Context: an optimization exercise on an open-source flow, tuned for small area and a short achievable clock period. The choices shown serve that exercise and are no tape-out recipe.
At most, simulation tests tie the RTL to the original design; equivalence was not proved.
Power figures rest on the tool's default switching activity, not on a simulated workload.

// topmodule
module topmodule (
	input clk, rst,
	output [31:0] PC_out, RD1, RD2,
	output wire [31:0] Inst,
	output REGWr,
	output [3:0] ALUCnt,
	output [31:0] ALUOutW, ReadDataW,
	input [31:0] InstrF,
	output [31:0] DataAdrM, WriteDataM,
	output MemWriteM,
	input [31:0] ReadDataM);
export LEC_CHECK = 0
export CAP_MARGIN = 20
export CORE_MARGIN = 2
export CORE_UTILIZATION = 50
export SLEW_MARGIN = 20
create_clock -name core_clock -period 10.0 [get_ports {clk}]
standard.sh (not shown) runs the stock make flow with config.mk's settings and CLKGATE_MAP_FILE= SYNTH_SCRIPT=/design/flow/synth_recipe.tcl, a recipe that flattens the netlist after the stock synthesis.
==> flow/flow/run.sh <==
#!/bin/bash
set -euo pipefail
cd "$(dirname "$0")/.."
bash standard.sh \
  "BUFFER_PORTS_ARGS=-buffer_cell sky130_fd_sc_hd__buf_2" \
  MATCH_CELL_FOOTPRINT=0 \
  SETUP_SLACK_MARGIN=6.6 \
  "CTS_ARGS=-sink_clustering_enable -repair_clock_nets -dont_use_dummy_load -sink_clustering_size 25 -sink_clustering_max_diameter 70" \
  finish > flow_make.log 2>&1
Rerun with:
--- a/flow/flow/run.sh
+++ b/flow/flow/run.sh
@@ -5 +5 @@
-  "BUFFER_PORTS_ARGS=-buffer_cell sky130_fd_sc_hd__buf_2" \
+  "BUFFER_PORTS_ARGS=-buffer_cell sky130_fd_sc_hd__buf_1" \
@@ -7 +7 @@
-  SETUP_SLACK_MARGIN=6.6 \
+  SETUP_SLACK_MARGIN=6.4 \
- CAP_MARGIN: 20 -> 25
- SLEW_MARGIN: 20 -> 25
Power decreases by about 0.34%.
Cell area drops by about 4.5%.
Wire length is lower by 4.0%.
Global-route usage fell by 0.35 points.
Via count drops by 2.3%.
Utilization shrinks by 2.6 points.
Critical path depth falls by 1.
First-iteration DRC count went down by about 6%.
Synthesized area stays the same.

========
Setup of job 6983:
topmodule, a different RTL version from the one above (not shown whole).
Size in the first run: about 3600 cells after synthesis, ~330 I/O pins.
// topmodule
module topmodule (
	input clk, rst,
	output [31:0] PC_out, RD1, RD2,
	output wire [31:0] Inst,
	output REGWr,
	output [3:0] ALUCnt,
	output [31:0] ALUOutW, ReadDataW,
	input [31:0] InstrF,
	output [31:0] DataAdrM, WriteDataM,
	output MemWriteM,
	input [31:0] ReadDataM);
clock: 10.0 ns
lec_check: 0
cap_margin: 20
core_margin: 2
core_utilization: 40
setup_slack_margin: 5
slew_margin: 20
run.sh (not shown) runs the stock make flow with config.mk's settings and CLKGATE_MAP_FILE= SYNTH_SCRIPT=/design/flow/synth_recipe.tcl, a recipe that flattens the netlist after the stock synthesis.
Stock flow here: none of the scripts above is used.
### job 6983 -> job 3929
Settings: SETUP_SLACK_MARGIN: 5 -> unset; CORE_UTILIZATION: 40 -> 50; CTS_BUF_LIST: unset -> sky130_fd_sc_hd__clkbuf_4 sky130_fd_sc_hd__clkbuf_8.
==> comparison <==
The setup slack of job 3929 is larger than that of job 6983. First-pass GRT wire length went up by a few percent going from job 6983 to job 3929. Looking only at area added between synthesis and finish, and setting everything else aside, the lower value of job 6983 and job 3929 goes to job 3929. Critical path data required time: job 3929 higher than job 6983.
#### Input delta (job 2777 over job 3929)
Settings: a deleted CTS_BUF_LIST that had been sky130_fd_sc_hd__clkbuf_4 sky130_fd_sc_hd__clkbuf_8; a change of CORE_UTILIZATION from 50 to 40.
## What came out
- Having completed the whole flow, job 2777 delivered a layout that passed the timing, design-rule and antenna checks.
- Power: job 2777 higher than job 3929
- From job 3929 to job 2777 the numbers moved as follows: switching power summed over all nets shrank by 1.1%; power drawn by the clock network grew by about 12%; worst hold slack shrank by 0.0050 ns; net total in the final layout shrank by 30.
- Floorplan row count (job 2777 vs. job 3929) increases by more than 10%
- Share of the clock period used by the worst path after layout ends up lower on job 3929.
- Looking at utilization, job 2777 sits 11 points lower than job 3929 does.
- Cmp job 3929 and job 2777 / worst-case register-to-register setup slack / higher: job 3929
- Re number of ordinary and repair buffers in the finished layout: job 3929 and job 2777 aren't equal, and the higher value belongs to job 2777.
--- input diff job 2777..job 3931 ---
Settings: CORE_UTILIZATION: 40 -> 50.
==> flow/flow/run.sh (new file) <==
#!/bin/bash
set -euo pipefail
cd "$(dirname "$0")/.."
bash standard.sh \
  "BUFFER_PORTS_ARGS=-buffer_cell sky130_fd_sc_hd__buf_2" \
  MATCH_CELL_FOOTPRINT=0 \
  SETUP_SLACK_MARGIN=${MARGIN:-6} \
  finish > flow_make.log 2>&1
==> flow/standard.sh (new file) <==
#!/bin/bash
# synth_recipe.tcl (not shown) runs the flow's synth.tcl, then flattens the netlist and writes it again
# the make line also repeats each setting of config.mk as NAME=value (left out here)
make -C /OpenROAD-flow-scripts/flow DESIGN_CONFIG=/design/flow/config.mk WORK_HOME=/design/flow/orfs CLKGATE_MAP_FILE= SYNTH_SCRIPT=/design/flow/synth_recipe.tcl "${@:-finish}"
removed: flow/run.sh
## What came out
- Result for job 2777 and job 3931: all clean
- Job 3931 ends up with a sequential fraction of design power that is 0.2 points higher than in job 2777.
- Per the comparison of job 3931 with job 2777, final standard cell area without fillers decreased about 2.8%; starting density of the core went up; number of antenna repair diodes grew by 7.
Function was not checked in any run of this note: the RTL went through the layout flow alone.

========
run A:
Another version of the RTL of topmodule (not shown whole).
For scale: ~3700 cells after synthesis, about 850 flip-flops, about 330 I/O pins, about 40000 um2 of cells after synthesis.
==> flow/design.v (excerpt) <==
module topmodule (
	input clk, rst,
	output [31:0] PC_out, RD1, RD2,
	output wire [31:0] Inst,
	output REGWr,
	output [3:0] ALUCnt,
	output [31:0] ALUOutW, ReadDataW,
	input [31:0] InstrF,
	output [31:0] DataAdrM, WriteDataM,
	output MemWriteM,
	input [31:0] ReadDataM);
clock: 10.0 ns
lec_check: 0
cap_margin: 20
core_margin: 2
core_utilization: 50
slew_margin: 20
standard.sh (not shown) runs the stock make flow with config.mk's settings and CLKGATE_MAP_FILE= SYNTH_SCRIPT=/design/flow/synth_recipe.tcl, a recipe that flattens the netlist after the stock synthesis.
==> flow/flow/run.sh <==
#!/bin/bash
set -euo pipefail
cd "$(dirname "$0")/.."
bash standard.sh \
  "BUFFER_PORTS_ARGS=-buffer_cell sky130_fd_sc_hd__buf_2" \
  MATCH_CELL_FOOTPRINT=0 \
  SETUP_SLACK_MARGIN=7 \
  "CTS_ARGS=-sink_clustering_enable -repair_clock_nets -dont_use_dummy_load -sink_clustering_size 30 -sink_clustering_max_diameter 100" \
  finish > flow_make.log 2>&1
No stage failed in run A, and the final checks on the layout all came back clean.
--- input diff run A..run B ---
-- flow/flow/run.sh --
<<< run A, line 7
  SETUP_SLACK_MARGIN=7 \
  "CTS_ARGS=-sink_clustering_enable -repair_clock_nets -dont_use_dummy_load -sink_clustering_size 30 -sink_clustering_max_diameter 100" \
>>> run B, line 7
  SETUP_SLACK_MARGIN=6 \
==> notes.md <==
Run B was carried through to the last stage, and its layout satisfied the timing, design-rule and antenna checks.
Delta (run B minus run A): sum of buffers and inverters on the critical path grew by 1, count of buffers added by post-CTS timing repair for setup shrank by 214, proportion of cell area occupied by registers grew by 3.1 points, clock network power grew by 91%.
Relative to run A, final standard cell utilization of the core has decreased by 6.0 points in run B.
Cell at the slowest stage of the critical path: a311oi_2 -> run A, mux4_2 -> run B
diff inputs: run B => run C
-- flow/flow/run.sh --
<<< run B, line 7
  SETUP_SLACK_MARGIN=6 \
>>> run C, line 7
  SETUP_SLACK_MARGIN=6.2 \
  "CTS_ARGS=-sink_clustering_enable -repair_clock_nets -dont_use_dummy_load -sink_clustering_size 20 -sink_clustering_max_diameter 60" \
### Flow results
Run C has final estimated routing congestion in global placement below what run B had.
Diff run B -> run C: overall power of the completed layout shows a reduction of 11%, synthesized cell count roughly the same, maximum resistive drop on vdd lost 1.4%.
sel2[14]$_SDFF_PP0_ as the start point of the critical path was reported by run C, and sel2[1]$_SDFF_PP0_ by run B.
What run D does differently from run C at the input level:
-- flow/flow/run.sh --
<<< run C, line 7
  SETUP_SLACK_MARGIN=6.2 \
  "CTS_ARGS=-sink_clustering_enable -repair_clock_nets -dont_use_dummy_load -sink_clustering_size 20 -sink_clustering_max_diameter 60" \
>>> run D, line 7
  SETUP_SLACK_MARGIN=6.3 \
  "CTS_ARGS=-sink_clustering_enable -repair_clock_nets -dont_use_dummy_load -sink_clustering_size 25 -sink_clustering_max_diameter 70" \
==> comparison <==
Run D ends up with lower power density over the cells than run C does.
Between run D and run C, it is run D whose post-detailed-routing wire length is higher, by about 2.2%.
Summary — logic gate share of total power, run D relative to run C: higher, by 1.3 points.
Sort run D and run C by share of the clock period used by the worst path after layout asc -> top: run D

[static timing again, ports no longer ideal]
Ports are ideal in the flow. The routed layouts listed here were re-timed in OpenROAD.
Step 1 sets driving cells, clkbuf_16 on the clock port and buf_2 on the other inputs (assumed; they add their load-dependent delay and slew).
Step 2 moves the port delays by t, midway between the first and last clock arrival at a register: inputs arrive t later, outputs are due t later. That takes back most of the time a late clock gives input paths.
a / b / c = ideal ports / drivers / drivers and shift; a / b = the first two.
run | t, ns | slack for setup (ns) | slew at the worst register clock pin (ns)
the first run of note 1 | 0.682 | 6.460 / 6.460 / 6.047 | 0.10 / 0.10
the second run of note 1 | 0.694 | 6.328 / 6.328 / 5.904 | 0.10 / 0.10
job 6983 | 0.748 | 4.942 / 4.942 / 4.942 | 0.07 / 0.07
job 3929 | 0.887 | 5.209 / 5.209 / 5.142 | 0.07 / 0.07
job 2777 | 0.748 | 4.942 / 4.942 / 4.942 | 0.07 / 0.07
job 3931 | 0.736 | 5.885 / 5.885 / 5.467 | 0.07 / 0.07
run A | 0.668 | 6.375 / 6.375 / 6.184 | 0.12 / 0.12
run B | 0.731 | 6.027 / 6.027 / 5.667 | 0.07 / 0.07
run C | 0.679 | 6.138 / 6.138 / 5.570 | 0.08 / 0.08
run D | 0.691 | 6.190 / 6.190 / 5.605 | 0.10 / 0.10
After both steps setup and hold are still met in every run listed. The setup slack of run D, which loses most, moves by 0.000 ns with the drivers and by -0.585 ns with both steps.
